This design comes from an exercise in tuning for small area on the open sky130 flow, not from production work. Only simulation tests tie the RTL to the original design; equivalence was not proved. Power figures rest on the tool's default switching activity, not on a simulated workload.

**design/flow/config.mk**
```make
export PLATFORM = sky130hd
export DESIGN_NAME = fpga_top
export DESIGN_NICKNAME = fpga_top
export VERILOG_FILES = /design/flow/design.v
export SDC_FILE = /design/flow/constraint.sdc
export NUM_CORES = 4
export LEC_CHECK = 0
export CAP_MARGIN = 20
export CORE_MARGIN = 2
export CORE_UTILIZATION = 40
export SLEW_MARGIN = 20
```
**design/flow/constraint.sdc**
```tcl
create_clock -name core_clock -period 6.0 [get_ports {clk}]
set_input_delay 1.2000 -clock core_clock [delete_from_list [all_inputs] [get_ports {clk}]]
set_output_delay 1.2000 -clock core_clock [all_outputs]
set_load 0.01 [all_outputs]
```
**design/flow/design.v**
```verilog
`timescale 1ns/1ps
module edge_det #( 
    parameter   FF_NUM = 2 
) ( 
    input clk,
    input rst_n,
    input din,
    output din_pos_edge,
    output din_neg_edge
    ); 
generate
if (FF_NUM == 1) begin
    reg               din_ff;
    always@(posedge clk or negedge rst_n) begin
        if(~rst_n) 
            din_ff <= 1'b1;
        else 
            din_ff <= din  ;
    end
    assign  din_pos_edge = din & ~din_ff; 
    reg  [FF_NUM-1:0] din_fall_ff;
    always@(posedge clk or negedge rst_n) begin
        if(~rst_n) 
            din_fall_ff <= 1'b0;
        else 
            din_fall_ff <= din  ;
    end
    assign  din_neg_edge = ~din & din_fall_ff; 
end
else begin
    reg  [FF_NUM-1:0] din_ff;
    always@(posedge clk or negedge rst_n) begin
        if(~rst_n) 
            din_ff <= {FF_NUM{1'b1}};
        else 
            din_ff <= { din_ff[FF_NUM-2:0],din } ;
    end
    assign  din_pos_edge = din_ff[FF_NUM-2] & ~din_ff[FF_NUM-1]; 
    reg  [FF_NUM-1:0] din_fall_ff;
    always@(posedge clk or negedge rst_n) begin
        if(~rst_n) 
            din_fall_ff <= {FF_NUM{1'b0}};
        else 
            din_fall_ff <= { din_fall_ff[FF_NUM-2:0],din } ;
    end
    assign  din_neg_edge = ~din_fall_ff[FF_NUM-2] & din_fall_ff[FF_NUM-1]; 
end
endgenerate 
endmodule 
module uart_tx 
#(
    parameter  CLK        =   26'd50000000    ,     
    parameter  BAUD        =   17'd115200            
)
(
    input   wire            clk         ,
    input   wire            rstn        ,   
    input   wire    [7 : 0] data_in     ,    
    input   wire            flag_in     ,    
    output  wire            tx_done     ,    
    output  reg             UART_tx          
);
    localparam Baud_Clk     =   CLK/BAUD       ;     
    reg             tx_en       ;    
    reg             flag_bit    ;    
    reg [8 : 0]     cnt_baud    ;    
    reg [3 : 0]     cnt_bit     ;    
    always @(posedge clk or negedge rstn) begin
        if(!rstn) begin
            tx_en <= 1'b0;
        end
        else if(cnt_bit == 4'd9 && flag_bit == 1'b1) begin
            tx_en <= 1'b0;
        end
        else if(flag_in == 1'b1) begin
            tx_en <= 1'b1;
        end
    end
    always @(posedge clk or negedge rstn) begin
        if(!rstn) begin
            cnt_baud <= 9'd0;
        end
        else if(cnt_baud == Baud_Clk - 1'b1 || tx_en == 1'b0) begin
            cnt_baud <= 9'd0;
        end
        else begin
            cnt_baud <= cnt_baud + 9'd1;
        end
    end
    always @(posedge clk or negedge rstn) begin
        if(!rstn) begin
            flag_bit <= 1'b0;
        end
        else if(cnt_baud == 9'd1) begin
            flag_bit <= 1'b1;
        end
        else begin
            flag_bit <= 1'b0;
        end
    end
    always @(posedge clk or negedge rstn) begin
        if(!rstn) begin
            cnt_bit <= 4'd0;
        end
        else if(cnt_bit == 4'd9 && flag_bit == 1'b1) begin
            cnt_bit <= 4'd0;
        end
        else if(flag_bit == 1'b1 && tx_en == 1'b1) begin
            cnt_bit <= cnt_bit + 4'd1;
        end
        else begin
            cnt_bit <= cnt_bit;
        end
    end
    always @(posedge clk or negedge rstn) begin
        if(!rstn) begin
            UART_tx <= 1'd1;
        end
        else if(flag_bit == 1'b1) begin
            case (cnt_bit)
                0:       UART_tx <= 1'd0        ;
                1:       UART_tx <= data_in[0]  ;
                2:       UART_tx <= data_in[1]  ;
                3:       UART_tx <= data_in[2]  ;
                4:       UART_tx <= data_in[3]  ;
                5:       UART_tx <= data_in[4]  ;
                6:       UART_tx <= data_in[5]  ;
                7:       UART_tx <= data_in[6]  ;
                8:       UART_tx <= data_in[7]  ;
                9:       UART_tx <= 1'd1        ;
                default: UART_tx <= 1'd1        ;
            endcase
        end
    end
edge_det #(.FF_NUM (2) ) U_TX_DONE (.clk (clk) , .rst_n (rstn),  .din (tx_en),  .din_pos_edge ( ) ,  .din_neg_edge( tx_done ) ); 
endmodule  
module tx8 #(
    parameter  CLKFREQ     =   26'd50000000 ,     
    parameter  BAUD        =   17'd115200   ,      
    parameter  INIT_PAHSE  =   8'd50
) (
    input   clk, rst_n,
    input      [7 : 0] d0,    
    input      [7 : 0] d1,    
    input      [7 : 0] d2,    
    input      [7 : 0] d3,    
    input      [7 : 0] d4,    
    input      [7 : 0] d5,    
    input      [7 : 0] d6,    
    input      [7 : 0] d7,    
    output     UART_tx
);
reg [7:0] tx_data;
wire tx_done ;
reg [2:0]  cnt_byte_index;
reg   pi_flag;
reg  [26:0]  cnt_wait ;
wire [25:0]  clk_freq = CLKFREQ;
always @(posedge clk or negedge rst_n) 
    if(!rst_n) 
        cnt_wait <= CLKFREQ;
    else if(cnt_wait == CLKFREQ + clk_freq[25:8] * INIT_PAHSE )
        cnt_wait <= clk_freq[25:8] * INIT_PAHSE; 
    else 
        cnt_wait <= cnt_wait + 1; 
reg tx_en;
always @(posedge clk or negedge rst_n) begin
    if(!rst_n) 
        tx_en  <= 1'b0; 
    else if(cnt_wait == CLKFREQ + clk_freq[25:8] * INIT_PAHSE )
        tx_en  <= 1'b1; 
    else if(tx_done && cnt_byte_index == 3'h7) 
        tx_en  <= 1'b0; 
    else;
end
localparam Baud_Clk     =   CLKFREQ/BAUD       ;     
reg [3:0]  cnt_flag;
reg [8:0]  cnt_baud;
always @(posedge clk or negedge rst_n) begin
    if(!rst_n) begin
        cnt_baud <= 9'd0;
    end
    else begin
        cnt_baud <= cnt_baud + 9'd1;
    end
end
wire baud_en = cnt_baud == 9'h00f;
always @(posedge clk or negedge rst_n) begin
    if(!rst_n) begin
        cnt_flag <= 4'd0;
    end
    else if(baud_en == 1'b1)
        cnt_flag <= cnt_flag + 4'd1;
end
always @(posedge clk or negedge rst_n) begin
    if(!rst_n) begin
        pi_flag  <= 1'b0;
    end
    else if(cnt_flag == 4'h1 && baud_en)
        pi_flag  <= 1'b1;
    else 
        pi_flag  <= 1'b0;
end
always @(posedge clk or negedge rst_n) 
    if(!rst_n) 
        cnt_byte_index <= 3'h0;
    else if (tx_done) 
            cnt_byte_index <= cnt_byte_index + 1;
    else if( tx_en == 1'b0) 
        cnt_byte_index <= 3'h0;
always@(*)
    case(cnt_byte_index)
    3'h0: tx_data = d0;
    3'h1: tx_data = d1;
    3'h2: tx_data = d2;
    3'h3: tx_data = d3;
    3'h4: tx_data = d4;
    3'h5: tx_data = d5;
    3'h6: tx_data = d6;
    3'h7: tx_data = d7;
    endcase;
uart_tx
#(
    .BAUD(BAUD     ) ,
    .CLK (CLKFREQ  )
)uart_tx_inst
(
    .clk     (clk  ),
    .rstn    (rst_n),
    .data_in     (tx_data ),
    .tx_done     (tx_done ),
    .flag_in     (pi_flag & tx_en  ),
    .UART_tx    (UART_tx)
);
endmodule
module fpga_top (
output tx_R19,
output tx_T11,
output tx_T10,
output tx_T12,
output tx_U12,
output tx_U13,
output tx_V13,
output tx_V12,
output tx_W13,
output tx_T14,
output tx_T15,
output tx_P14,
output tx_R14,
output tx_Y16,
output tx_Y17,
output tx_W14,
output tx_Y14,
output tx_T16,
output tx_U17,
output tx_V15,
output tx_W15,
output tx_U14,
output tx_U15,
output tx_U18,
output tx_U19,
output tx_P19,
output tx_N20,
output tx_P20,
output tx_T20,
output tx_U20,
output tx_V20,
output tx_W20,
output tx_Y18,
output tx_Y19,
output tx_V16,
output tx_W16,
output tx_R16,
output tx_R17,
output tx_T17,
output tx_R18,
output tx_V17,
output tx_V18,
output tx_W18,
output tx_W19,
output tx_N17,
output tx_P18,
output tx_P15,
output tx_P16,
output tx_T19,
output tx_G14,
output tx_C20,
output tx_B20,
output tx_B19,
output tx_A20,
output tx_E17,
output tx_D18,
output tx_D19,
output tx_D20,
output tx_E18,
output tx_E19,
output tx_F16,
output tx_F17,
output tx_M19,
output tx_M20,
output tx_M17,
output tx_M18,
output tx_L19,
output tx_L20,
output tx_K19,
output tx_J19,
output tx_L16,
output tx_L17,
output tx_K17,
output tx_K18,
output tx_H16,
output tx_H17,
output tx_J18,
output tx_H18,
output tx_F19,
output tx_F20,
output tx_G17,
output tx_G18,
output tx_J20,
output tx_H20,
output tx_G19,
output tx_G20,
output tx_H15,
output tx_G15,
output tx_K14,
output tx_J14,
output tx_N15,
output tx_N16,
output tx_L14,
output tx_L15,
output tx_M14,
output tx_M15,
output tx_K16,
output tx_J16,
output tx_J15,
input clk,
input rst_n );
tx8 #(.BAUD('d230 ), .INIT_PAHSE (8'd1), .CLKFREQ ('d100_000 )) U_R19(
    .clk     (clk), .rst_n   (rst_n),
    .d0(8'd82), 
    .d1(8'd49), 
    .d2(8'd57), 
    .d3(8'd32), 
    .d4(8'd32), 
    .d5(8'd32), 
    .d6(8'd32), 
    .d7(8'd32), 
    .UART_tx (tx_R19));
tx8 #(.BAUD('d230 ), .INIT_PAHSE (8'd2), .CLKFREQ ('d100_000 )) U_T11(
    .clk     (clk), .rst_n   (rst_n),
    .d0(8'd84), 
    .d1(8'd49), 
    .d2(8'd49), 
    .d3(8'd32), 
    .d4(8'd32), 
    .d5(8'd32), 
    .d6(8'd32), 
    .d7(8'd32), 
    .UART_tx (tx_T11));
tx8 #(.BAUD('d230 ), .INIT_PAHSE (8'd3), .CLKFREQ ('d100_000 )) U_T10(
    .clk     (clk), .rst_n   (rst_n),
    .d0(8'd84), 
    .d1(8'd49), 
    .d2(8'd48), 
    .d3(8'd32), 
    .d4(8'd32), 
    .d5(8'd32), 
    .d6(8'd32), 
    .d7(8'd32), 
    .UART_tx (tx_T10));
tx8 #(.BAUD('d230 ), .INIT_PAHSE (8'd4), .CLKFREQ ('d100_000 )) U_T12(
    .clk     (clk), .rst_n   (rst_n),
    .d0(8'd84), 
    .d1(8'd49), 
    .d2(8'd50), 
    .d3(8'd32), 
    .d4(8'd32), 
    .d5(8'd32), 
    .d6(8'd32), 
    .d7(8'd32), 
    .UART_tx (tx_T12));
tx8 #(.BAUD('d230 ), .INIT_PAHSE (8'd5), .CLKFREQ ('d100_000 )) U_U12(
    .clk     (clk), .rst_n   (rst_n),
    .d0(8'd85), 
    .d1(8'd49), 
    .d2(8'd50), 
    .d3(8'd32), 
    .d4(8'd32), 
    .d5(8'd32), 
    .d6(8'd32), 
    .d7(8'd32), 
    .UART_tx (tx_U12));
tx8 #(.BAUD('d230 ), .INIT_PAHSE (8'd6), .CLKFREQ ('d100_000 )) U_U13(
    .clk     (clk), .rst_n   (rst_n),
    .d0(8'd85), 
    .d1(8'd49), 
    .d2(8'd51), 
    .d3(8'd32), 
    .d4(8'd32), 
    .d5(8'd32), 
    .d6(8'd32), 
    .d7(8'd32), 
    .UART_tx (tx_U13));
tx8 #(.BAUD('d230 ), .INIT_PAHSE (8'd7), .CLKFREQ ('d100_000 )) U_V13(
    .clk     (clk), .rst_n   (rst_n),
    .d0(8'd86), 
    .d1(8'd49), 
    .d2(8'd51), 
    .d3(8'd32), 
    .d4(8'd32), 
    .d5(8'd32), 
    .d6(8'd32), 
    .d7(8'd32), 
    .UART_tx (tx_V13));
tx8 #(.BAUD('d230 ), .INIT_PAHSE (8'd8), .CLKFREQ ('d100_000 )) U_V12(
    .clk     (clk), .rst_n   (rst_n),
    .d0(8'd86), 
    .d1(8'd49), 
    .d2(8'd50), 
    .d3(8'd32), 
    .d4(8'd32), 
    .d5(8'd32), 
    .d6(8'd32), 
    .d7(8'd32), 
    .UART_tx (tx_V12));
tx8 #(.BAUD('d230 ), .INIT_PAHSE (8'd9), .CLKFREQ ('d100_000 )) U_W13(
    .clk     (clk), .rst_n   (rst_n),
    .d0(8'd87), 
    .d1(8'd49), 
    .d2(8'd51), 
    .d3(8'd32), 
    .d4(8'd32), 
    .d5(8'd32), 
    .d6(8'd32), 
    .d7(8'd32), 
    .UART_tx (tx_W13));
tx8 #(.BAUD('d230 ), .INIT_PAHSE (8'd10), .CLKFREQ ('d100_000 )) U_T14(
    .clk     (clk), .rst_n   (rst_n),
    .d0(8'd84), 
    .d1(8'd49), 
    .d2(8'd52), 
    .d3(8'd32), 
    .d4(8'd32), 
    .d5(8'd32), 
    .d6(8'd32), 
    .d7(8'd32), 
    .UART_tx (tx_T14));
tx8 #(.BAUD('d230 ), .INIT_PAHSE (8'd11), .CLKFREQ ('d100_000 )) U_T15(
    .clk     (clk), .rst_n   (rst_n),
    .d0(8'd84), 
    .d1(8'd49), 
    .d2(8'd53), 
    .d3(8'd32), 
    .d4(8'd32), 
    .d5(8'd32), 
    .d6(8'd32), 
    .d7(8'd32), 
    .UART_tx (tx_T15));
tx8 #(.BAUD('d230 ), .INIT_PAHSE (8'd12), .CLKFREQ ('d100_000 )) U_P14(
    .clk     (clk), .rst_n   (rst_n),
    .d0(8'd80), 
    .d1(8'd49), 
    .d2(8'd52), 
    .d3(8'd32), 
    .d4(8'd32), 
    .d5(8'd32), 
    .d6(8'd32), 
    .d7(8'd32), 
    .UART_tx (tx_P14));
tx8 #(.BAUD('d230 ), .INIT_PAHSE (8'd13), .CLKFREQ ('d100_000 )) U_R14(
    .clk     (clk), .rst_n   (rst_n),
    .d0(8'd82), 
    .d1(8'd49), 
    .d2(8'd52), 
    .d3(8'd32), 
    .d4(8'd32), 
    .d5(8'd32), 
    .d6(8'd32), 
    .d7(8'd32), 
    .UART_tx (tx_R14));
tx8 #(.BAUD('d230 ), .INIT_PAHSE (8'd14), .CLKFREQ ('d100_000 )) U_Y16(
    .clk     (clk), .rst_n   (rst_n),
    .d0(8'd89), 
    .d1(8'd49), 
    .d2(8'd54), 
    .d3(8'd32), 
    .d4(8'd32), 
    .d5(8'd32), 
    .d6(8'd32), 
    .d7(8'd32), 
    .UART_tx (tx_Y16));
tx8 #(.BAUD('d230 ), .INIT_PAHSE (8'd15), .CLKFREQ ('d100_000 )) U_Y17(
    .clk     (clk), .rst_n   (rst_n),
    .d0(8'd89), 
    .d1(8'd49), 
    .d2(8'd55), 
    .d3(8'd32), 
    .d4(8'd32), 
    .d5(8'd32), 
    .d6(8'd32), 
    .d7(8'd32), 
    .UART_tx (tx_Y17));
tx8 #(.BAUD('d230 ), .INIT_PAHSE (8'd16), .CLKFREQ ('d100_000 )) U_W14(
    .clk     (clk), .rst_n   (rst_n),
    .d0(8'd87), 
    .d1(8'd49), 
    .d2(8'd52), 
    .d3(8'd32), 
    .d4(8'd32), 
    .d5(8'd32), 
    .d6(8'd32), 
    .d7(8'd32), 
    .UART_tx (tx_W14));
tx8 #(.BAUD('d230 ), .INIT_PAHSE (8'd17), .CLKFREQ ('d100_000 )) U_Y14(
    .clk     (clk), .rst_n   (rst_n),
    .d0(8'd89), 
    .d1(8'd49), 
    .d2(8'd52), 
    .d3(8'd32), 
    .d4(8'd32), 
    .d5(8'd32), 
    .d6(8'd32), 
    .d7(8'd32), 
    .UART_tx (tx_Y14));
tx8 #(.BAUD('d230 ), .INIT_PAHSE (8'd18), .CLKFREQ ('d100_000 )) U_T16(
    .clk     (clk), .rst_n   (rst_n),
    .d0(8'd84), 
    .d1(8'd49), 
    .d2(8'd54), 
    .d3(8'd32), 
    .d4(8'd32), 
    .d5(8'd32), 
    .d6(8'd32), 
    .d7(8'd32), 
    .UART_tx (tx_T16));
tx8 #(.BAUD('d230 ), .INIT_PAHSE (8'd19), .CLKFREQ ('d100_000 )) U_U17(
    .clk     (clk), .rst_n   (rst_n),
    .d0(8'd85), 
    .d1(8'd49), 
    .d2(8'd55), 
    .d3(8'd32), 
    .d4(8'd32), 
    .d5(8'd32), 
    .d6(8'd32), 
    .d7(8'd32), 
    .UART_tx (tx_U17));
tx8 #(.BAUD('d230 ), .INIT_PAHSE (8'd20), .CLKFREQ ('d100_000 )) U_V15(
    .clk     (clk), .rst_n   (rst_n),
    .d0(8'd86), 
    .d1(8'd49), 
    .d2(8'd53), 
    .d3(8'd32), 
    .d4(8'd32), 
    .d5(8'd32), 
    .d6(8'd32), 
    .d7(8'd32), 
    .UART_tx (tx_V15));
tx8 #(.BAUD('d230 ), .INIT_PAHSE (8'd21), .CLKFREQ ('d100_000 )) U_W15(
    .clk     (clk), .rst_n   (rst_n),
    .d0(8'd87), 
    .d1(8'd49), 
    .d2(8'd53), 
    .d3(8'd32), 
    .d4(8'd32), 
    .d5(8'd32), 
    .d6(8'd32), 
    .d7(8'd32), 
    .UART_tx (tx_W15));
tx8 #(.BAUD('d230 ), .INIT_PAHSE (8'd22), .CLKFREQ ('d100_000 )) U_U14(
    .clk     (clk), .rst_n   (rst_n),
    .d0(8'd85), 
    .d1(8'd49), 
    .d2(8'd52), 
    .d3(8'd32), 
    .d4(8'd32), 
    .d5(8'd32), 
    .d6(8'd32), 
    .d7(8'd32), 
    .UART_tx (tx_U14));
tx8 #(.BAUD('d230 ), .INIT_PAHSE (8'd23), .CLKFREQ ('d100_000 )) U_U15(
    .clk     (clk), .rst_n   (rst_n),
    .d0(8'd85), 
    .d1(8'd49), 
    .d2(8'd53), 
    .d3(8'd32), 
    .d4(8'd32), 
    .d5(8'd32), 
    .d6(8'd32), 
    .d7(8'd32), 
    .UART_tx (tx_U15));
tx8 #(.BAUD('d230 ), .INIT_PAHSE (8'd24), .CLKFREQ ('d100_000 )) U_U18(
    .clk     (clk), .rst_n   (rst_n),
    .d0(8'd85), 
    .d1(8'd49), 
    .d2(8'd56), 
    .d3(8'd32), 
    .d4(8'd32), 
    .d5(8'd32), 
    .d6(8'd32), 
    .d7(8'd32), 
    .UART_tx (tx_U18));
tx8 #(.BAUD('d230 ), .INIT_PAHSE (8'd25), .CLKFREQ ('d100_000 )) U_U19(
    .clk     (clk), .rst_n   (rst_n),
    .d0(8'd85), 
    .d1(8'd49), 
    .d2(8'd57), 
    .d3(8'd32), 
    .d4(8'd32), 
    .d5(8'd32), 
    .d6(8'd32), 
    .d7(8'd32), 
    .UART_tx (tx_U19));
tx8 #(.BAUD('d230 ), .INIT_PAHSE (8'd26), .CLKFREQ ('d100_000 )) U_P19(
    .clk     (clk), .rst_n   (rst_n),
    .d0(8'd80), 
    .d1(8'd49), 
    .d2(8'd57), 
    .d3(8'd32), 
    .d4(8'd32), 
    .d5(8'd32), 
    .d6(8'd32), 
    .d7(8'd32), 
    .UART_tx (tx_P19));
tx8 #(.BAUD('d230 ), .INIT_PAHSE (8'd27), .CLKFREQ ('d100_000 )) U_N20(
    .clk     (clk), .rst_n   (rst_n),
    .d0(8'd78), 
    .d1(8'd50), 
    .d2(8'd48), 
    .d3(8'd32), 
    .d4(8'd32), 
    .d5(8'd32), 
    .d6(8'd32), 
    .d7(8'd32), 
    .UART_tx (tx_N20));
tx8 #(.BAUD('d230 ), .INIT_PAHSE (8'd28), .CLKFREQ ('d100_000 )) U_P20(
    .clk     (clk), .rst_n   (rst_n),
    .d0(8'd80), 
    .d1(8'd50), 
    .d2(8'd48), 
    .d3(8'd32), 
    .d4(8'd32), 
    .d5(8'd32), 
    .d6(8'd32), 
    .d7(8'd32), 
    .UART_tx (tx_P20));
tx8 #(.BAUD('d230 ), .INIT_PAHSE (8'd29), .CLKFREQ ('d100_000 )) U_T20(
    .clk     (clk), .rst_n   (rst_n),
    .d0(8'd84), 
    .d1(8'd50), 
    .d2(8'd48), 
    .d3(8'd32), 
    .d4(8'd32), 
    .d5(8'd32), 
    .d6(8'd32), 
    .d7(8'd32), 
    .UART_tx (tx_T20));
tx8 #(.BAUD('d230 ), .INIT_PAHSE (8'd30), .CLKFREQ ('d100_000 )) U_U20(
    .clk     (clk), .rst_n   (rst_n),
    .d0(8'd85), 
    .d1(8'd50), 
    .d2(8'd48), 
    .d3(8'd32), 
    .d4(8'd32), 
    .d5(8'd32), 
    .d6(8'd32), 
    .d7(8'd32), 
    .UART_tx (tx_U20));
tx8 #(.BAUD('d230 ), .INIT_PAHSE (8'd31), .CLKFREQ ('d100_000 )) U_V20(
    .clk     (clk), .rst_n   (rst_n),
    .d0(8'd86), 
    .d1(8'd50), 
    .d2(8'd48), 
    .d3(8'd32), 
    .d4(8'd32), 
    .d5(8'd32), 
    .d6(8'd32), 
    .d7(8'd32), 
    .UART_tx (tx_V20));
tx8 #(.BAUD('d230 ), .INIT_PAHSE (8'd32), .CLKFREQ ('d100_000 )) U_W20(
    .clk     (clk), .rst_n   (rst_n),
    .d0(8'd87), 
    .d1(8'd50), 
    .d2(8'd48), 
    .d3(8'd32), 
    .d4(8'd32), 
    .d5(8'd32), 
    .d6(8'd32), 
    .d7(8'd32), 
    .UART_tx (tx_W20));
tx8 #(.BAUD('d230 ), .INIT_PAHSE (8'd33), .CLKFREQ ('d100_000 )) U_Y18(
    .clk     (clk), .rst_n   (rst_n),
    .d0(8'd89), 
    .d1(8'd49), 
    .d2(8'd56), 
    .d3(8'd32), 
    .d4(8'd32), 
    .d5(8'd32), 
    .d6(8'd32), 
    .d7(8'd32), 
    .UART_tx (tx_Y18));
tx8 #(.BAUD('d230 ), .INIT_PAHSE (8'd34), .CLKFREQ ('d100_000 )) U_Y19(
    .clk     (clk), .rst_n   (rst_n),
    .d0(8'd89), 
    .d1(8'd49), 
    .d2(8'd57), 
    .d3(8'd32), 
    .d4(8'd32), 
    .d5(8'd32), 
    .d6(8'd32), 
    .d7(8'd32), 
    .UART_tx (tx_Y19));
tx8 #(.BAUD('d230 ), .INIT_PAHSE (8'd35), .CLKFREQ ('d100_000 )) U_V16(
    .clk     (clk), .rst_n   (rst_n),
    .d0(8'd86), 
    .d1(8'd49), 
    .d2(8'd54), 
    .d3(8'd32), 
    .d4(8'd32), 
    .d5(8'd32), 
    .d6(8'd32), 
    .d7(8'd32), 
    .UART_tx (tx_V16));
tx8 #(.BAUD('d230 ), .INIT_PAHSE (8'd36), .CLKFREQ ('d100_000 )) U_W16(
    .clk     (clk), .rst_n   (rst_n),
    .d0(8'd87), 
    .d1(8'd49), 
    .d2(8'd54), 
    .d3(8'd32), 
    .d4(8'd32), 
    .d5(8'd32), 
    .d6(8'd32), 
    .d7(8'd32), 
    .UART_tx (tx_W16));
tx8 #(.BAUD('d230 ), .INIT_PAHSE (8'd37), .CLKFREQ ('d100_000 )) U_R16(
    .clk     (clk), .rst_n   (rst_n),
    .d0(8'd82), 
    .d1(8'd49), 
    .d2(8'd54), 
    .d3(8'd32), 
    .d4(8'd32), 
    .d5(8'd32), 
    .d6(8'd32), 
    .d7(8'd32), 
    .UART_tx (tx_R16));
tx8 #(.BAUD('d230 ), .INIT_PAHSE (8'd38), .CLKFREQ ('d100_000 )) U_R17(
    .clk     (clk), .rst_n   (rst_n),
    .d0(8'd82), 
    .d1(8'd49), 
    .d2(8'd55), 
    .d3(8'd32), 
    .d4(8'd32), 
    .d5(8'd32), 
    .d6(8'd32), 
    .d7(8'd32), 
    .UART_tx (tx_R17));
tx8 #(.BAUD('d230 ), .INIT_PAHSE (8'd39), .CLKFREQ ('d100_000 )) U_T17(
    .clk     (clk), .rst_n   (rst_n),
    .d0(8'd84), 
    .d1(8'd49), 
    .d2(8'd55), 
    .d3(8'd32), 
    .d4(8'd32), 
    .d5(8'd32), 
    .d6(8'd32), 
    .d7(8'd32), 
    .UART_tx (tx_T17));
tx8 #(.BAUD('d230 ), .INIT_PAHSE (8'd40), .CLKFREQ ('d100_000 )) U_R18(
    .clk     (clk), .rst_n   (rst_n),
    .d0(8'd82), 
    .d1(8'd49), 
    .d2(8'd56), 
    .d3(8'd32), 
    .d4(8'd32), 
    .d5(8'd32), 
    .d6(8'd32), 
    .d7(8'd32), 
    .UART_tx (tx_R18));
tx8 #(.BAUD('d230 ), .INIT_PAHSE (8'd41), .CLKFREQ ('d100_000 )) U_V17(
    .clk     (clk), .rst_n   (rst_n),
    .d0(8'd86), 
    .d1(8'd49), 
    .d2(8'd55), 
    .d3(8'd32), 
    .d4(8'd32), 
    .d5(8'd32), 
    .d6(8'd32), 
    .d7(8'd32), 
    .UART_tx (tx_V17));
tx8 #(.BAUD('d230 ), .INIT_PAHSE (8'd42), .CLKFREQ ('d100_000 )) U_V18(
    .clk     (clk), .rst_n   (rst_n),
    .d0(8'd86), 
    .d1(8'd49), 
    .d2(8'd56), 
    .d3(8'd32), 
    .d4(8'd32), 
    .d5(8'd32), 
    .d6(8'd32), 
    .d7(8'd32), 
    .UART_tx (tx_V18));
tx8 #(.BAUD('d230 ), .INIT_PAHSE (8'd43), .CLKFREQ ('d100_000 )) U_W18(
    .clk     (clk), .rst_n   (rst_n),
    .d0(8'd87), 
    .d1(8'd49), 
    .d2(8'd56), 
    .d3(8'd32), 
    .d4(8'd32), 
    .d5(8'd32), 
    .d6(8'd32), 
    .d7(8'd32), 
    .UART_tx (tx_W18));
tx8 #(.BAUD('d230 ), .INIT_PAHSE (8'd44), .CLKFREQ ('d100_000 )) U_W19(
    .clk     (clk), .rst_n   (rst_n),
    .d0(8'd87), 
    .d1(8'd49), 
    .d2(8'd57), 
    .d3(8'd32), 
    .d4(8'd32), 
    .d5(8'd32), 
    .d6(8'd32), 
    .d7(8'd32), 
    .UART_tx (tx_W19));
tx8 #(.BAUD('d230 ), .INIT_PAHSE (8'd45), .CLKFREQ ('d100_000 )) U_N17(
    .clk     (clk), .rst_n   (rst_n),
    .d0(8'd78), 
    .d1(8'd49), 
    .d2(8'd55), 
    .d3(8'd32), 
    .d4(8'd32), 
    .d5(8'd32), 
    .d6(8'd32), 
    .d7(8'd32), 
    .UART_tx (tx_N17));
tx8 #(.BAUD('d230 ), .INIT_PAHSE (8'd46), .CLKFREQ ('d100_000 )) U_P18(
    .clk     (clk), .rst_n   (rst_n),
    .d0(8'd80), 
    .d1(8'd49), 
    .d2(8'd56), 
    .d3(8'd32), 
    .d4(8'd32), 
    .d5(8'd32), 
    .d6(8'd32), 
    .d7(8'd32), 
    .UART_tx (tx_P18));
tx8 #(.BAUD('d230 ), .INIT_PAHSE (8'd47), .CLKFREQ ('d100_000 )) U_P15(
    .clk     (clk), .rst_n   (rst_n),
    .d0(8'd80), 
    .d1(8'd49), 
    .d2(8'd53), 
    .d3(8'd32), 
    .d4(8'd32), 
    .d5(8'd32), 
    .d6(8'd32), 
    .d7(8'd32), 
    .UART_tx (tx_P15));
tx8 #(.BAUD('d230 ), .INIT_PAHSE (8'd48), .CLKFREQ ('d100_000 )) U_P16(
    .clk     (clk), .rst_n   (rst_n),
    .d0(8'd80), 
    .d1(8'd49), 
    .d2(8'd54), 
    .d3(8'd32), 
    .d4(8'd32), 
    .d5(8'd32), 
    .d6(8'd32), 
    .d7(8'd32), 
    .UART_tx (tx_P16));
tx8 #(.BAUD('d230 ), .INIT_PAHSE (8'd49), .CLKFREQ ('d100_000 )) U_T19(
    .clk     (clk), .rst_n   (rst_n),
    .d0(8'd84), 
    .d1(8'd49), 
    .d2(8'd57), 
    .d3(8'd32), 
    .d4(8'd32), 
    .d5(8'd32), 
    .d6(8'd32), 
    .d7(8'd32), 
    .UART_tx (tx_T19));
tx8 #(.BAUD('d230 ), .INIT_PAHSE (8'd50), .CLKFREQ ('d100_000 )) U_G14(
    .clk     (clk), .rst_n   (rst_n),
    .d0(8'd71), 
    .d1(8'd49), 
    .d2(8'd52), 
    .d3(8'd32), 
    .d4(8'd32), 
    .d5(8'd32), 
    .d6(8'd32), 
    .d7(8'd32), 
    .UART_tx (tx_G14));
tx8 #(.BAUD('d230 ), .INIT_PAHSE (8'd51), .CLKFREQ ('d100_000 )) U_C20(
    .clk     (clk), .rst_n   (rst_n),
    .d0(8'd67), 
    .d1(8'd50), 
    .d2(8'd48), 
    .d3(8'd32), 
    .d4(8'd32), 
    .d5(8'd32), 
    .d6(8'd32), 
    .d7(8'd32), 
    .UART_tx (tx_C20));
tx8 #(.BAUD('d230 ), .INIT_PAHSE (8'd52), .CLKFREQ ('d100_000 )) U_B20(
    .clk     (clk), .rst_n   (rst_n),
    .d0(8'd66), 
    .d1(8'd50), 
    .d2(8'd48), 
    .d3(8'd32), 
    .d4(8'd32), 
    .d5(8'd32), 
    .d6(8'd32), 
    .d7(8'd32), 
    .UART_tx (tx_B20));
tx8 #(.BAUD('d230 ), .INIT_PAHSE (8'd53), .CLKFREQ ('d100_000 )) U_B19(
    .clk     (clk), .rst_n   (rst_n),
    .d0(8'd66), 
    .d1(8'd49), 
    .d2(8'd57), 
    .d3(8'd32), 
    .d4(8'd32), 
    .d5(8'd32), 
    .d6(8'd32), 
    .d7(8'd32), 
    .UART_tx (tx_B19));
tx8 #(.BAUD('d230 ), .INIT_PAHSE (8'd54), .CLKFREQ ('d100_000 )) U_A20(
    .clk     (clk), .rst_n   (rst_n),
    .d0(8'd65), 
    .d1(8'd50), 
    .d2(8'd48), 
    .d3(8'd32), 
    .d4(8'd32), 
    .d5(8'd32), 
    .d6(8'd32), 
    .d7(8'd32), 
    .UART_tx (tx_A20));
tx8 #(.BAUD('d230 ), .INIT_PAHSE (8'd55), .CLKFREQ ('d100_000 )) U_E17(
    .clk     (clk), .rst_n   (rst_n),
    .d0(8'd69), 
    .d1(8'd49), 
    .d2(8'd55), 
    .d3(8'd32), 
    .d4(8'd32), 
    .d5(8'd32), 
    .d6(8'd32), 
    .d7(8'd32), 
    .UART_tx (tx_E17));
tx8 #(.BAUD('d230 ), .INIT_PAHSE (8'd56), .CLKFREQ ('d100_000 )) U_D18(
    .clk     (clk), .rst_n   (rst_n),
    .d0(8'd68), 
    .d1(8'd49), 
    .d2(8'd56), 
    .d3(8'd32), 
    .d4(8'd32), 
    .d5(8'd32), 
    .d6(8'd32), 
    .d7(8'd32), 
    .UART_tx (tx_D18));
tx8 #(.BAUD('d230 ), .INIT_PAHSE (8'd57), .CLKFREQ ('d100_000 )) U_D19(
    .clk     (clk), .rst_n   (rst_n),
    .d0(8'd68), 
    .d1(8'd49), 
    .d2(8'd57), 
    .d3(8'd32), 
    .d4(8'd32), 
    .d5(8'd32), 
    .d6(8'd32), 
    .d7(8'd32), 
    .UART_tx (tx_D19));
tx8 #(.BAUD('d230 ), .INIT_PAHSE (8'd58), .CLKFREQ ('d100_000 )) U_D20(
    .clk     (clk), .rst_n   (rst_n),
    .d0(8'd68), 
    .d1(8'd50), 
    .d2(8'd48), 
    .d3(8'd32), 
    .d4(8'd32), 
    .d5(8'd32), 
    .d6(8'd32), 
    .d7(8'd32), 
    .UART_tx (tx_D20));
tx8 #(.BAUD('d230 ), .INIT_PAHSE (8'd59), .CLKFREQ ('d100_000 )) U_E18(
    .clk     (clk), .rst_n   (rst_n),
    .d0(8'd69), 
    .d1(8'd49), 
    .d2(8'd56), 
    .d3(8'd32), 
    .d4(8'd32), 
    .d5(8'd32), 
    .d6(8'd32), 
    .d7(8'd32), 
    .UART_tx (tx_E18));
tx8 #(.BAUD('d230 ), .INIT_PAHSE (8'd60), .CLKFREQ ('d100_000 )) U_E19(
    .clk     (clk), .rst_n   (rst_n),
    .d0(8'd69), 
    .d1(8'd49), 
    .d2(8'd57), 
    .d3(8'd32), 
    .d4(8'd32), 
    .d5(8'd32), 
    .d6(8'd32), 
    .d7(8'd32), 
    .UART_tx (tx_E19));
tx8 #(.BAUD('d230 ), .INIT_PAHSE (8'd61), .CLKFREQ ('d100_000 )) U_F16(
    .clk     (clk), .rst_n   (rst_n),
    .d0(8'd70), 
    .d1(8'd49), 
    .d2(8'd54), 
    .d3(8'd32), 
    .d4(8'd32), 
    .d5(8'd32), 
    .d6(8'd32), 
    .d7(8'd32), 
    .UART_tx (tx_F16));
tx8 #(.BAUD('d230 ), .INIT_PAHSE (8'd62), .CLKFREQ ('d100_000 )) U_F17(
    .clk     (clk), .rst_n   (rst_n),
    .d0(8'd70), 
    .d1(8'd49), 
    .d2(8'd55), 
    .d3(8'd32), 
    .d4(8'd32), 
    .d5(8'd32), 
    .d6(8'd32), 
    .d7(8'd32), 
    .UART_tx (tx_F17));
tx8 #(.BAUD('d230 ), .INIT_PAHSE (8'd63), .CLKFREQ ('d100_000 )) U_M19(
    .clk     (clk), .rst_n   (rst_n),
    .d0(8'd77), 
    .d1(8'd49), 
    .d2(8'd57), 
    .d3(8'd32), 
    .d4(8'd32), 
    .d5(8'd32), 
    .d6(8'd32), 
    .d7(8'd32), 
    .UART_tx (tx_M19));
tx8 #(.BAUD('d230 ), .INIT_PAHSE (8'd64), .CLKFREQ ('d100_000 )) U_M20(
    .clk     (clk), .rst_n   (rst_n),
    .d0(8'd77), 
    .d1(8'd50), 
    .d2(8'd48), 
    .d3(8'd32), 
    .d4(8'd32), 
    .d5(8'd32), 
    .d6(8'd32), 
    .d7(8'd32), 
    .UART_tx (tx_M20));
tx8 #(.BAUD('d230 ), .INIT_PAHSE (8'd65), .CLKFREQ ('d100_000 )) U_M17(
    .clk     (clk), .rst_n   (rst_n),
    .d0(8'd77), 
    .d1(8'd49), 
    .d2(8'd55), 
    .d3(8'd32), 
    .d4(8'd32), 
    .d5(8'd32), 
    .d6(8'd32), 
    .d7(8'd32), 
    .UART_tx (tx_M17));
tx8 #(.BAUD('d230 ), .INIT_PAHSE (8'd66), .CLKFREQ ('d100_000 )) U_M18(
    .clk     (clk), .rst_n   (rst_n),
    .d0(8'd77), 
    .d1(8'd49), 
    .d2(8'd56), 
    .d3(8'd32), 
    .d4(8'd32), 
    .d5(8'd32), 
    .d6(8'd32), 
    .d7(8'd32), 
    .UART_tx (tx_M18));
tx8 #(.BAUD('d230 ), .INIT_PAHSE (8'd67), .CLKFREQ ('d100_000 )) U_L19(
    .clk     (clk), .rst_n   (rst_n),
    .d0(8'd76), 
    .d1(8'd49), 
    .d2(8'd57), 
    .d3(8'd32), 
    .d4(8'd32), 
    .d5(8'd32), 
    .d6(8'd32), 
    .d7(8'd32), 
    .UART_tx (tx_L19));
tx8 #(.BAUD('d230 ), .INIT_PAHSE (8'd68), .CLKFREQ ('d100_000 )) U_L20(
    .clk     (clk), .rst_n   (rst_n),
    .d0(8'd76), 
    .d1(8'd50), 
    .d2(8'd48), 
    .d3(8'd32), 
    .d4(8'd32), 
    .d5(8'd32), 
    .d6(8'd32), 
    .d7(8'd32), 
    .UART_tx (tx_L20));
tx8 #(.BAUD('d230 ), .INIT_PAHSE (8'd69), .CLKFREQ ('d100_000 )) U_K19(
    .clk     (clk), .rst_n   (rst_n),
    .d0(8'd75), 
    .d1(8'd49), 
    .d2(8'd57), 
    .d3(8'd32), 
    .d4(8'd32), 
    .d5(8'd32), 
    .d6(8'd32), 
    .d7(8'd32), 
    .UART_tx (tx_K19));
tx8 #(.BAUD('d230 ), .INIT_PAHSE (8'd70), .CLKFREQ ('d100_000 )) U_J19(
    .clk     (clk), .rst_n   (rst_n),
    .d0(8'd74), 
    .d1(8'd49), 
    .d2(8'd57), 
    .d3(8'd32), 
    .d4(8'd32), 
    .d5(8'd32), 
    .d6(8'd32), 
    .d7(8'd32), 
    .UART_tx (tx_J19));
tx8 #(.BAUD('d230 ), .INIT_PAHSE (8'd71), .CLKFREQ ('d100_000 )) U_L16(
    .clk     (clk), .rst_n   (rst_n),
    .d0(8'd76), 
    .d1(8'd49), 
    .d2(8'd54), 
    .d3(8'd32), 
    .d4(8'd32), 
    .d5(8'd32), 
    .d6(8'd32), 
    .d7(8'd32), 
    .UART_tx (tx_L16));
tx8 #(.BAUD('d230 ), .INIT_PAHSE (8'd72), .CLKFREQ ('d100_000 )) U_L17(
    .clk     (clk), .rst_n   (rst_n),
    .d0(8'd76), 
    .d1(8'd49), 
    .d2(8'd55), 
    .d3(8'd32), 
    .d4(8'd32), 
    .d5(8'd32), 
    .d6(8'd32), 
    .d7(8'd32), 
    .UART_tx (tx_L17));
tx8 #(.BAUD('d230 ), .INIT_PAHSE (8'd73), .CLKFREQ ('d100_000 )) U_K17(
    .clk     (clk), .rst_n   (rst_n),
    .d0(8'd75), 
    .d1(8'd49), 
    .d2(8'd55), 
    .d3(8'd32), 
    .d4(8'd32), 
    .d5(8'd32), 
    .d6(8'd32), 
    .d7(8'd32), 
    .UART_tx (tx_K17));
tx8 #(.BAUD('d230 ), .INIT_PAHSE (8'd74), .CLKFREQ ('d100_000 )) U_K18(
    .clk     (clk), .rst_n   (rst_n),
    .d0(8'd75), 
    .d1(8'd49), 
    .d2(8'd56), 
    .d3(8'd32), 
    .d4(8'd32), 
    .d5(8'd32), 
    .d6(8'd32), 
    .d7(8'd32), 
    .UART_tx (tx_K18));
tx8 #(.BAUD('d230 ), .INIT_PAHSE (8'd75), .CLKFREQ ('d100_000 )) U_H16(
    .clk     (clk), .rst_n   (rst_n),
    .d0(8'd72), 
    .d1(8'd49), 
    .d2(8'd54), 
    .d3(8'd32), 
    .d4(8'd32), 
    .d5(8'd32), 
    .d6(8'd32), 
    .d7(8'd32), 
    .UART_tx (tx_H16));
tx8 #(.BAUD('d230 ), .INIT_PAHSE (8'd76), .CLKFREQ ('d100_000 )) U_H17(
    .clk     (clk), .rst_n   (rst_n),
    .d0(8'd72), 
    .d1(8'd49), 
    .d2(8'd55), 
    .d3(8'd32), 
    .d4(8'd32), 
    .d5(8'd32), 
    .d6(8'd32), 
    .d7(8'd32), 
    .UART_tx (tx_H17));
tx8 #(.BAUD('d230 ), .INIT_PAHSE (8'd77), .CLKFREQ ('d100_000 )) U_J18(
    .clk     (clk), .rst_n   (rst_n),
    .d0(8'd74), 
    .d1(8'd49), 
    .d2(8'd56), 
    .d3(8'd32), 
    .d4(8'd32), 
    .d5(8'd32), 
    .d6(8'd32), 
    .d7(8'd32), 
    .UART_tx (tx_J18));
tx8 #(.BAUD('d230 ), .INIT_PAHSE (8'd78), .CLKFREQ ('d100_000 )) U_H18(
    .clk     (clk), .rst_n   (rst_n),
    .d0(8'd72), 
    .d1(8'd49), 
    .d2(8'd56), 
    .d3(8'd32), 
    .d4(8'd32), 
    .d5(8'd32), 
    .d6(8'd32), 
    .d7(8'd32), 
    .UART_tx (tx_H18));
tx8 #(.BAUD('d230 ), .INIT_PAHSE (8'd79), .CLKFREQ ('d100_000 )) U_F19(
    .clk     (clk), .rst_n   (rst_n),
    .d0(8'd70), 
    .d1(8'd49), 
    .d2(8'd57), 
    .d3(8'd32), 
    .d4(8'd32), 
    .d5(8'd32), 
    .d6(8'd32), 
    .d7(8'd32), 
    .UART_tx (tx_F19));
tx8 #(.BAUD('d230 ), .INIT_PAHSE (8'd80), .CLKFREQ ('d100_000 )) U_F20(
    .clk     (clk), .rst_n   (rst_n),
    .d0(8'd70), 
    .d1(8'd50), 
    .d2(8'd48), 
    .d3(8'd32), 
    .d4(8'd32), 
    .d5(8'd32), 
    .d6(8'd32), 
    .d7(8'd32), 
    .UART_tx (tx_F20));
tx8 #(.BAUD('d230 ), .INIT_PAHSE (8'd81), .CLKFREQ ('d100_000 )) U_G17(
    .clk     (clk), .rst_n   (rst_n),
    .d0(8'd71), 
    .d1(8'd49), 
    .d2(8'd55), 
    .d3(8'd32), 
    .d4(8'd32), 
    .d5(8'd32), 
    .d6(8'd32), 
    .d7(8'd32), 
    .UART_tx (tx_G17));
tx8 #(.BAUD('d230 ), .INIT_PAHSE (8'd82), .CLKFREQ ('d100_000 )) U_G18(
    .clk     (clk), .rst_n   (rst_n),
    .d0(8'd71), 
    .d1(8'd49), 
    .d2(8'd56), 
    .d3(8'd32), 
    .d4(8'd32), 
    .d5(8'd32), 
    .d6(8'd32), 
    .d7(8'd32), 
    .UART_tx (tx_G18));
tx8 #(.BAUD('d230 ), .INIT_PAHSE (8'd83), .CLKFREQ ('d100_000 )) U_J20(
    .clk     (clk), .rst_n   (rst_n),
    .d0(8'd74), 
    .d1(8'd50), 
    .d2(8'd48), 
    .d3(8'd32), 
    .d4(8'd32), 
    .d5(8'd32), 
    .d6(8'd32), 
    .d7(8'd32), 
    .UART_tx (tx_J20));
tx8 #(.BAUD('d230 ), .INIT_PAHSE (8'd84), .CLKFREQ ('d100_000 )) U_H20(
    .clk     (clk), .rst_n   (rst_n),
    .d0(8'd72), 
    .d1(8'd50), 
    .d2(8'd48), 
    .d3(8'd32), 
    .d4(8'd32), 
    .d5(8'd32), 
    .d6(8'd32), 
    .d7(8'd32), 
    .UART_tx (tx_H20));
tx8 #(.BAUD('d230 ), .INIT_PAHSE (8'd85), .CLKFREQ ('d100_000 )) U_G19(
    .clk     (clk), .rst_n   (rst_n),
    .d0(8'd71), 
    .d1(8'd49), 
    .d2(8'd57), 
    .d3(8'd32), 
    .d4(8'd32), 
    .d5(8'd32), 
    .d6(8'd32), 
    .d7(8'd32), 
    .UART_tx (tx_G19));
tx8 #(.BAUD('d230 ), .INIT_PAHSE (8'd86), .CLKFREQ ('d100_000 )) U_G20(
    .clk     (clk), .rst_n   (rst_n),
    .d0(8'd71), 
    .d1(8'd50), 
    .d2(8'd48), 
    .d3(8'd32), 
    .d4(8'd32), 
    .d5(8'd32), 
    .d6(8'd32), 
    .d7(8'd32), 
    .UART_tx (tx_G20));
tx8 #(.BAUD('d230 ), .INIT_PAHSE (8'd87), .CLKFREQ ('d100_000 )) U_H15(
    .clk     (clk), .rst_n   (rst_n),
    .d0(8'd72), 
    .d1(8'd49), 
    .d2(8'd53), 
    .d3(8'd32), 
    .d4(8'd32), 
    .d5(8'd32), 
    .d6(8'd32), 
    .d7(8'd32), 
    .UART_tx (tx_H15));
tx8 #(.BAUD('d230 ), .INIT_PAHSE (8'd88), .CLKFREQ ('d100_000 )) U_G15(
    .clk     (clk), .rst_n   (rst_n),
    .d0(8'd71), 
    .d1(8'd49), 
    .d2(8'd53), 
    .d3(8'd32), 
    .d4(8'd32), 
    .d5(8'd32), 
    .d6(8'd32), 
    .d7(8'd32), 
    .UART_tx (tx_G15));
tx8 #(.BAUD('d230 ), .INIT_PAHSE (8'd89), .CLKFREQ ('d100_000 )) U_K14(
    .clk     (clk), .rst_n   (rst_n),
    .d0(8'd75), 
    .d1(8'd49), 
    .d2(8'd52), 
    .d3(8'd32), 
    .d4(8'd32), 
    .d5(8'd32), 
    .d6(8'd32), 
    .d7(8'd32), 
    .UART_tx (tx_K14));
tx8 #(.BAUD('d230 ), .INIT_PAHSE (8'd90), .CLKFREQ ('d100_000 )) U_J14(
    .clk     (clk), .rst_n   (rst_n),
    .d0(8'd74), 
    .d1(8'd49), 
    .d2(8'd52), 
    .d3(8'd32), 
    .d4(8'd32), 
    .d5(8'd32), 
    .d6(8'd32), 
    .d7(8'd32), 
    .UART_tx (tx_J14));
tx8 #(.BAUD('d230 ), .INIT_PAHSE (8'd91), .CLKFREQ ('d100_000 )) U_N15(
    .clk     (clk), .rst_n   (rst_n),
    .d0(8'd78), 
    .d1(8'd49), 
    .d2(8'd53), 
    .d3(8'd32), 
    .d4(8'd32), 
    .d5(8'd32), 
    .d6(8'd32), 
    .d7(8'd32), 
    .UART_tx (tx_N15));
tx8 #(.BAUD('d230 ), .INIT_PAHSE (8'd92), .CLKFREQ ('d100_000 )) U_N16(
    .clk     (clk), .rst_n   (rst_n),
    .d0(8'd78), 
    .d1(8'd49), 
    .d2(8'd54), 
    .d3(8'd32), 
    .d4(8'd32), 
    .d5(8'd32), 
    .d6(8'd32), 
    .d7(8'd32), 
    .UART_tx (tx_N16));
tx8 #(.BAUD('d230 ), .INIT_PAHSE (8'd93), .CLKFREQ ('d100_000 )) U_L14(
    .clk     (clk), .rst_n   (rst_n),
    .d0(8'd76), 
    .d1(8'd49), 
    .d2(8'd52), 
    .d3(8'd32), 
    .d4(8'd32), 
    .d5(8'd32), 
    .d6(8'd32), 
    .d7(8'd32), 
    .UART_tx (tx_L14));
tx8 #(.BAUD('d230 ), .INIT_PAHSE (8'd94), .CLKFREQ ('d100_000 )) U_L15(
    .clk     (clk), .rst_n   (rst_n),
    .d0(8'd76), 
    .d1(8'd49), 
    .d2(8'd53), 
    .d3(8'd32), 
    .d4(8'd32), 
    .d5(8'd32), 
    .d6(8'd32), 
    .d7(8'd32), 
    .UART_tx (tx_L15));
tx8 #(.BAUD('d230 ), .INIT_PAHSE (8'd95), .CLKFREQ ('d100_000 )) U_M14(
    .clk     (clk), .rst_n   (rst_n),
    .d0(8'd77), 
    .d1(8'd49), 
    .d2(8'd52), 
    .d3(8'd32), 
    .d4(8'd32), 
    .d5(8'd32), 
    .d6(8'd32), 
    .d7(8'd32), 
    .UART_tx (tx_M14));
tx8 #(.BAUD('d230 ), .INIT_PAHSE (8'd96), .CLKFREQ ('d100_000 )) U_M15(
    .clk     (clk), .rst_n   (rst_n),
    .d0(8'd77), 
    .d1(8'd49), 
    .d2(8'd53), 
    .d3(8'd32), 
    .d4(8'd32), 
    .d5(8'd32), 
    .d6(8'd32), 
    .d7(8'd32), 
    .UART_tx (tx_M15));
tx8 #(.BAUD('d230 ), .INIT_PAHSE (8'd97), .CLKFREQ ('d100_000 )) U_K16(
    .clk     (clk), .rst_n   (rst_n),
    .d0(8'd75), 
    .d1(8'd49), 
    .d2(8'd54), 
    .d3(8'd32), 
    .d4(8'd32), 
    .d5(8'd32), 
    .d6(8'd32), 
    .d7(8'd32), 
    .UART_tx (tx_K16));
tx8 #(.BAUD('d230 ), .INIT_PAHSE (8'd98), .CLKFREQ ('d100_000 )) U_J16(
    .clk     (clk), .rst_n   (rst_n),
    .d0(8'd74), 
    .d1(8'd49), 
    .d2(8'd54), 
    .d3(8'd32), 
    .d4(8'd32), 
    .d5(8'd32), 
    .d6(8'd32), 
    .d7(8'd32), 
    .UART_tx (tx_J16));
tx8 #(.BAUD('d230 ), .INIT_PAHSE (8'd99), .CLKFREQ ('d100_000 )) U_J15(
    .clk     (clk), .rst_n   (rst_n),
    .d0(8'd74), 
    .d1(8'd49), 
    .d2(8'd53), 
    .d3(8'd32), 
    .d4(8'd32), 
    .d5(8'd32), 
    .d6(8'd32), 
    .d7(8'd32), 
    .UART_tx (tx_J15));
endmodule
```
**design/flow/run.sh**
```bash
#!/bin/bash
# synth_recipe.tcl (not shown) runs the flow's synth.tcl, then flattens the netlist and writes it again
# the make line also repeats each setting of config.mk as NAME=value (left out here)
make -C /OpenROAD-flow-scripts/flow DESIGN_CONFIG=/design/flow/config.mk WORK_HOME=/design/flow/orfs CLKGATE_MAP_FILE= SYNTH_SCRIPT=/design/flow/synth_recipe.tcl finish
```
==> results.yml <==
clocking:
  cts_max_level: 6
  cts_tree: "done"
  postCtsHoldBufs: 0
  cts-root-buf: "clkbuf_16"
  cts_setup_buffers: 0
  cts.clk_slew.worst_paths_ns: 0.06
  insertion_delay_ns: 1.10
  cts-resized-gates: 0
  cts_sinks: 6237
  numCtsBuffers: 683
  cts_max_path_buffers: 4
pwr:
  finalPower_mw: 86.95
  pwr-share-comb_pct: 1.0
  p_int_mw: 68.37
  power_density_mw_per_mm2: 261.9
  seq_power_share_pct: 48.4
  cellLeakagePower_nw: 148.8
  netSwitchingFraction_pct: 21.37
  p_sw_mw: 18.58
  max-vdd-ir-drop_mv: 0.3356
  power_frac_clock_pct: 50.6
sta:
  fmax_ghz: 0.2888
  worst_slew_pin_slew_ns: 1.131
  slew_headroom_pct: 23.56
  rsz0062_at_grt: "false"
  setup_slack_ns: 2.537
  fin_tns_setup_ns: 0
  drv_slew: 0
  fin_crit_sh_pct: 57.71
  fin_crit_ns: 3.463
  finalHoldViolations: 0
  setup_viol: 0
  clock_skew_ns: 0.04640
worst_setup_path:
  crit_buf_inv: 1
  path_cells: "clkdlybuf4s50_1"
  crit_fanout: 2
  reg2reg_from: "U_T20.cnt_wait[0]"
  crit_start: "U_T19.uart_tx_inst.UART_tx"
  cpPeakStageDelay_ns: 0.64
  critPathCaptureType: "output port"
  cp_top_family: "buffers and inverters"
  cp-endpoint: "tx_T19"
  critPathKind: "reg2out"
  start_kind: "flip-flop"
  path_depth: 1
  reg2reg_slack_ns: 3.50
  r2r_end: "U_T20.cnt_wait[26]"
  critPathRequiredTime_ns: 4.80
  cp.arrival_ns: 2.26
  cp_slowest_cell: "clkdlybuf4s50_1"
  reg2reg_depth: 8
placed_design:
  place.port_buffers: 100
  gp_congestion: 0.7805
  dp_hpwl_um: 334900
  preCtsSetupSlack_ns: 2.907
  place_inst: 37580
global_route:
  grt_usage_pct: 13.61
  grt_pass1_vias: 195000
  grt_pass1_wl_um: 910100
  grt_antenna_before_repair: 2
  grt.overflow.total: 0
  grt_max_degree: 162
worst_hold_path:
  hold_class: "in2async"
yosys:
  ys_seq_area_share_pct: 53.45
  yosysTopAreaCellShare_pct: 47.25
  avgSynthCellArea_um2: 10.58
  syn-instance-count: 27760
  synth-edff-count: 0
  yosys-top-cells-area: "dfrtp_1, xnor2_1, ha_1"
  ys_warn_count: 101
  ys_ff_latch: 6237
  synth-main-ff-cell: "dfrtp_1"
  ys_types: 93
  syn-num-nets: 29320
  synthArstFlopShare_pct: 100.0
  yosysTopAreaCell: "dfrtp_1"
  synthesis.area_mm2: 0.2936
floorplanning:
  core_area_mm2: 0.7311
  die_area_mm2: 0.7410
  io_pins: 101
  start_util_pct: 40.16
  die_h_um: 860.8
  row_count: 314
  die_x_um: 860.8
final_layout:
  drive_above_1_share_pct: 7.836
  fin_cells: 38870
  fin_nets: 30030
  n_fill_cell: 67460
  area_delta_synth_final_pct: 13.07
  regArea_mm2: 0.1569
  multi_input_area_mm2: 0.1316
  final_util_pct: 45.41
route:
  ant_nets: 0
  num_vias: 193300
  drt-met1-wl_um: 249100
  wl_per_cell_um: 13.08
  drtPass1Iterations: 6
  first_iter_violations: 10190
  drt-total-wl_um: 508400
  met3WireLength_um: 14330
  wl_met2_um: 233700
  routed.top_layer: "met4"
  avgViaCountPerCell: 4.974
  drc: 0
status:
  status: "finished clean"
flow_run:
  drv_cap: 0
==> power groups by stage <==
stage / logic (mW) / clock network [mW] / registers (mW)
2_1_floorplan: 0.0000542 / 0 / 42.8
3_3_place_gp: 0.965 / 0 / 42.8
3_5_place_dp: 0.982 / 0 / 42.8
4_1_cts: 0.984 / 45.6 / 42.1
5_1_grt: 1.09 / 47.3 / 42.1
6_report: 0.890 / 44.0 / 42.1
==> cell families (layout without fill, tap and decap cells) <==
logic type | Yosys count | in the layout | share of synthesized area (%)
compound gates | 1875 | 1875 | 3.788
xor+xnor | 4131 | 4131 | 12.32
fa+ha+maj | 1560 | 1560 | 6.647
buf+inv | 1411 | 2726 | 1.805
flops | 6237 | 6237 | 53.45
mux | 282 | 282 | 0.9962
other cells | 0 | 1 | 0
simple gates | 12260 | 12260 | 21.00
==> per-layer routing <==
layer | vias to the layer above | GRT usage (%)
met5 | - | 0
met1 | 94260 | 18.93
met2 | 1557 | 22.65
met3 | 790 | 1.821
met4 | 0 | 3.238
li1 | 96710 | -
==> cell type report <==
class / instances / area share, %
clock buffers: 998 / 5.996
well taps: 9796 / 3.691
diodes: 1 / 0.0007537
repair buffers: 247 / 0.8087
inverters: 1192 / 1.348
flip-flops and latches: 6237 / 47.27
clock inverters: 289 / 1.253
multi-input cells: 20110 / 39.63
==> how the worst min path moves through the flow <==
stage | cells past startpoint | start | slack, ns | end
final | 1 | rst_n | 0.17 | U_F19.cnt_baud[8]
after global routing | 1 | rst_n | 0.08 | U_F19.cnt_baud[8]
after CTS | 1 | rst_n | 0.04 | U_F19.cnt_baud[8]
after detailed placement | 0 | flip-flop | 0.35 | flip-flop
after global placement | 0 | flip-flop | 0.35 | flip-flop
after floorplan | 0 | flip-flop | 0.35 | flip-flop
==> cell usage in the layout, fill, tap and decap left out, drive strengths merged, types with 187 or more instances in the layout <==
| cell | instances |
|---|---|
| nor2 | 3154 |
| nor2b | 193 |
| nand2 | 2509 |
| or4 | 285 |
| nor4 | 502 |
| clkbuf | 998 |
| mux2i | 200 |
| a21oi | 526 |
| o21ai | 737 |
| xnor2 | 2395 |
| dfstp | 693 |
| xor2 | 1736 |
| and4 | 217 |
| nand4 | 757 |
| nor4b | 218 |
| ha | 1560 |
| nor3 | 561 |
| and3 | 858 |
| inv | 1212 |
| dfrtp | 5544 |
| nand3 | 2161 |
| clkinv | 187 |
==> synthesized netlist by cell type, types with 32 or more instances <==
cell      count
dfrtp_1    5544
nor2_1     3153
nand2_1    2508
xnor2_1    2395
nand3_1    2160
xor2_1     1736
ha_1       1560
inv_1      1192
and3_1      858
nand4_1     756
dfstp_2     693
o21ai_0     671
nor3_1      556
a21oi_1     526
nor4_1      487
or4_1       285
clkbuf_1    217
nor4b_1     216
and4_1      215
mux2i_1     200
nor2b_1     193
nand2b_1    173
or3_1       153
and2_1      150
a31oi_1      87
or4b_2       83
mux2_2       82
nor3b_1      78
a21o_1       69
o21ai_1      66
or2_2        52
and4b_1      50
o21bai_1     48
o211ai_1     39
o22ai_1      32
==> stage by stage <==
step                hold WS [ns]  instance area [um2]
floorplan                 0.3456               293600
global placement          0.3473               307900
detailed placement        0.3545               307900
CTS                      0.04432               332000
global route             0.08460               332000
finish                    0.1732               332000

## static timing again, ports no longer ideal
The results above use ideal ports. As a check the final layout listed here was re-extracted and re-timed, cells and wires unchanged. Step 1 (the two cells are an assumption about what drives the block):
set clk [get_ports {clk}]
set_driving_cell -lib_cell sky130_fd_sc_hd__clkbuf_16 $clk
set_driving_cell -lib_cell sky130_fd_sc_hd__buf_2 [delete_from_list [all_inputs] $clk]
Step 2 moves the port delays by t, midway between the first and last clock arrival at a register: inputs arrive t later, outputs are due t later. That takes back most of the time a late clock gives input paths. Slacks: no drivers / after step 1 / after step 2; pairs: no drivers / after step 1.
shift t [ns]: 1.204
setup slack, ns: 2.537 / 2.413 / 2.837
hold WS [ns]: 0.173 / 0.172 / 0.360
clock arrival spread, ns: 0.074 / 0.073
pins driven straight from the clock port: 1
After both steps this run still meets setup and hold. For this run, drivers alone change the setup slack by -0.124 ns; drivers and shift together by +0.300 ns. The worst setup slack also covers recovery checks on asynchronous resets.
